This design comes from an exercise in tuning for small area, a short achievable clock period and few clock cycles on the open sky130 flow, not from production work. Only simulation tests tie the RTL to the original design; equivalence was not proved. Power and IR drop assume default switching activity.

Setup of the previous run:
## chip
module chip #(
    parameter int IN_BYTES  = 7,
    parameter int OUT_BYTES = 6
)(
    input wire clk,
    input wire rst_n,
    input wire in_valid,
    output reg in_ready,
    input  wire [7:0] in_data,
    output reg out_valid,
    input wire out_ready,
    output reg [7:0] out_data
);
==> flow/config.mk <==
export PLATFORM = sky130hd
export DESIGN_NAME = chip
export DESIGN_NICKNAME = chip
export VERILOG_FILES = /design/flow/design.v
export SDC_FILE = /design/flow/constraint.sdc
export NUM_CORES = 4
export LEC_CHECK = 0
export CAP_MARGIN = 20
export CORE_MARGIN = 2
export CORE_UTILIZATION = 65
export CTS_BUF_LIST = sky130_fd_sc_hd__clkbuf_4 sky130_fd_sc_hd__clkbuf_8
export SLEW_MARGIN = 20
==> flow/constraint.sdc <==
create_clock -name core_clock -period 10.0 [get_ports {clk}]
set_input_delay 2.0000 -clock core_clock [delete_from_list [all_inputs] [get_ports {clk}]]
set_output_delay 2.0000 -clock core_clock [all_outputs]
set_load 0.01 [all_outputs]
standard.sh (not shown) runs the stock make flow with config.mk's settings and CLKGATE_MAP_FILE= SYNTH_SCRIPT=/design/flow/synth_recipe.tcl, a recipe that flattens the netlist after the stock synthesis.
==> flow/flow/run.sh <==
#!/bin/bash
# Standard ORFS layout (the standard.sh: unchanged synthesis, floorplan,
# power grid, placement, CTS and routing) with a tighter setup target for the
# timing repair steps, so that the resizer also shortens paths that already
# meet the 10 ns clock. The constraints (constraint.sdc) are not changed.
# make's full output goes to standard_make.log; each ORFS step keeps its own
# log under orfs/logs/.
set -euo pipefail
bash standard.sh SETUP_SLACK_MARGIN=7.0 finish > standard_make.log 2>&1
Testbench counts of the previous run, summed over its fixed seeds: cycles 2,760.
Inputs modified between the previous run and the current run:
- swapping 65 for 75 in CORE_UTILIZATION
Findings:
Re power in the clock group: the current run and the previous run aren't equal, and the higher value belongs to the previous run. Per the comparison of the current run with the previous run, switching power moved up; global-route track usage on met3 has increased. The current run vs. the previous run: worst setup slack after layout went down by 0.020 ns, count of unique library cells instantiated by Yosys was more or less identical, relative contribution of the clock network to total power went down by 0.5 points, final non-filler cell area went down by 0.44%.

* * *

chip, a different RTL version from the one above (not shown whole).
For scale: roughly 530 cells after synthesis, ~86 flip-flops, ~22 I/O pins, about 5400 um2 of cells after synthesis.
==> flow/design.v (excerpt) <==
module chip #(
    parameter int IN_BYTES  = 7,
    parameter int OUT_BYTES = 6
)(
    input wire clk,
    input wire rst_n,
    input wire in_valid,
    output reg in_ready,
    input  wire [7:0] in_data,
    output reg out_valid,
    input wire out_ready,
    output reg [7:0] out_data
);
Settings: LEC_CHECK=0, CAP_MARGIN=20, CORE_MARGIN=2, CORE_UTILIZATION=65, CTS_BUF_LIST=sky130_fd_sc_hd__clkbuf_4 sky130_fd_sc_hd__clkbuf_8, PLACE_DENSITY=0.75, SLEW_MARGIN=20; clock period 10.0 ns.
==> flow/flow/run.sh <==
#!/bin/bash
# Layout flow: the standard layout (standard.sh, which runs ORFS with the
# unchanged standard synthesis, floorplan, power grid and tap cells, placement,
# CTS and routing at the design's clock and constraints) with three changes to
# how the layout is made:
#   - the timing-repair steps aim at 7.0 ns of setup slack instead of 0, so the
#     resizer also shortens paths that already meet the 10 ns clock (the
#     constraints in constraint.sdc are not changed);
#   - the buffer that ORFS puts on every input and output port starts as
#     buf_1, which the resizer sizes up where timing needs it;
#   - clock tree synthesis uses clkbuf_4/clkbuf_8 and adds no dummy loads.
# make's full output goes to standard_make.log; each ORFS step keeps its own
# log under orfs/logs/.
set -euo pipefail
bash standard.sh \
    SETUP_SLACK_MARGIN=7.0 \
    "BUFFER_PORTS_ARGS=-buffer_cell sky130_fd_sc_hd__buf_1" \
    "CTS_ARGS=-sink_clustering_enable -repair_clock_nets -dont_use_dummy_load -buf_list {sky130_fd_sc_hd__clkbuf_4 sky130_fd_sc_hd__clkbuf_8}" \
    finish > standard_make.log 2>&1
Testbench counts at the start, summed over its fixed seeds: cycles 2,760.
Change:
==> flow/flow/run.sh (replaced) <==
#!/bin/bash
# Standard ORFS layout (the standard.sh: unchanged synthesis, floorplan,
# power grid, placement, CTS and routing) with a tighter setup target for the
# timing repair steps, so that the resizer also shortens paths that already
# meet the 10 ns clock. The constraints (constraint.sdc) are not changed.
# make's full output goes to standard_make.log; each ORFS step keeps its own
# log under orfs/logs/.
set -euo pipefail
bash standard.sh SETUP_SLACK_MARGIN=7.1 "BUFFER_PORTS_ARGS=-buffer_cell sky130_fd_sc_hd__buf_1" "CTS_ARGS=-sink_clustering_enable -sink_clustering_levels 1 -repair_clock_nets -dont_use_dummy_load -buf_list {sky130_fd_sc_hd__clkbuf_4 sky130_fd_sc_hd__clkbuf_8}" finish > standard_make.log 2>&1
Settings changed: CORE_UTILIZATION 65 to 55, PLACE_DENSITY 0.75 to 0.65.
Outcome:
- die area climbs by about 17%
- combinational power climbs by about 3%
- total power climbs by 1.4%
- routed wire length climbs by about 2.4%
- design area climbs by about 1.2%

afterwards: timing with drivers on the ports:
No port has a modelled driver above. Below, the same layouts with a new extraction and two added sets of constraints. Step 1 sets driving cells, clkbuf_16 on the clock port and buf_2 on the other inputs (assumed; they add their load-dependent delay and slew). Step 2 times the ports against the registers' clock, not the clock port: input delays grow and output delays shrink by t, the midpoint of the rising clock arrivals with the driver on. Slacks: ideal / step 1 / step 2; pairs: ideal / step 1.
run | shift t [ns] | slack for setup (ns) | worst register clock-pin slew, ns | pins driven straight from the clock port
the previous run | 0.385 | 7.020 / 7.033 / 6.648 | 0.09 / 0.09 | 1
the current run | 0.394 | 7.000 / 7.008 / 6.615 | 0.09 / 0.09 | 1
the first run of note 2 | 0.371 | 7.128 / 7.096 / 6.774 | 0.09 / 0.09 | 1
the second run of note 2 | 0.377 | 7.174 / 7.141 / 6.849 | 0.08 / 0.08 | 1
After both steps setup and hold are still met in every run listed. The setup slack of the current run, which loses most, moves by +0.008 ns with the drivers and by -0.385 ns with both steps.
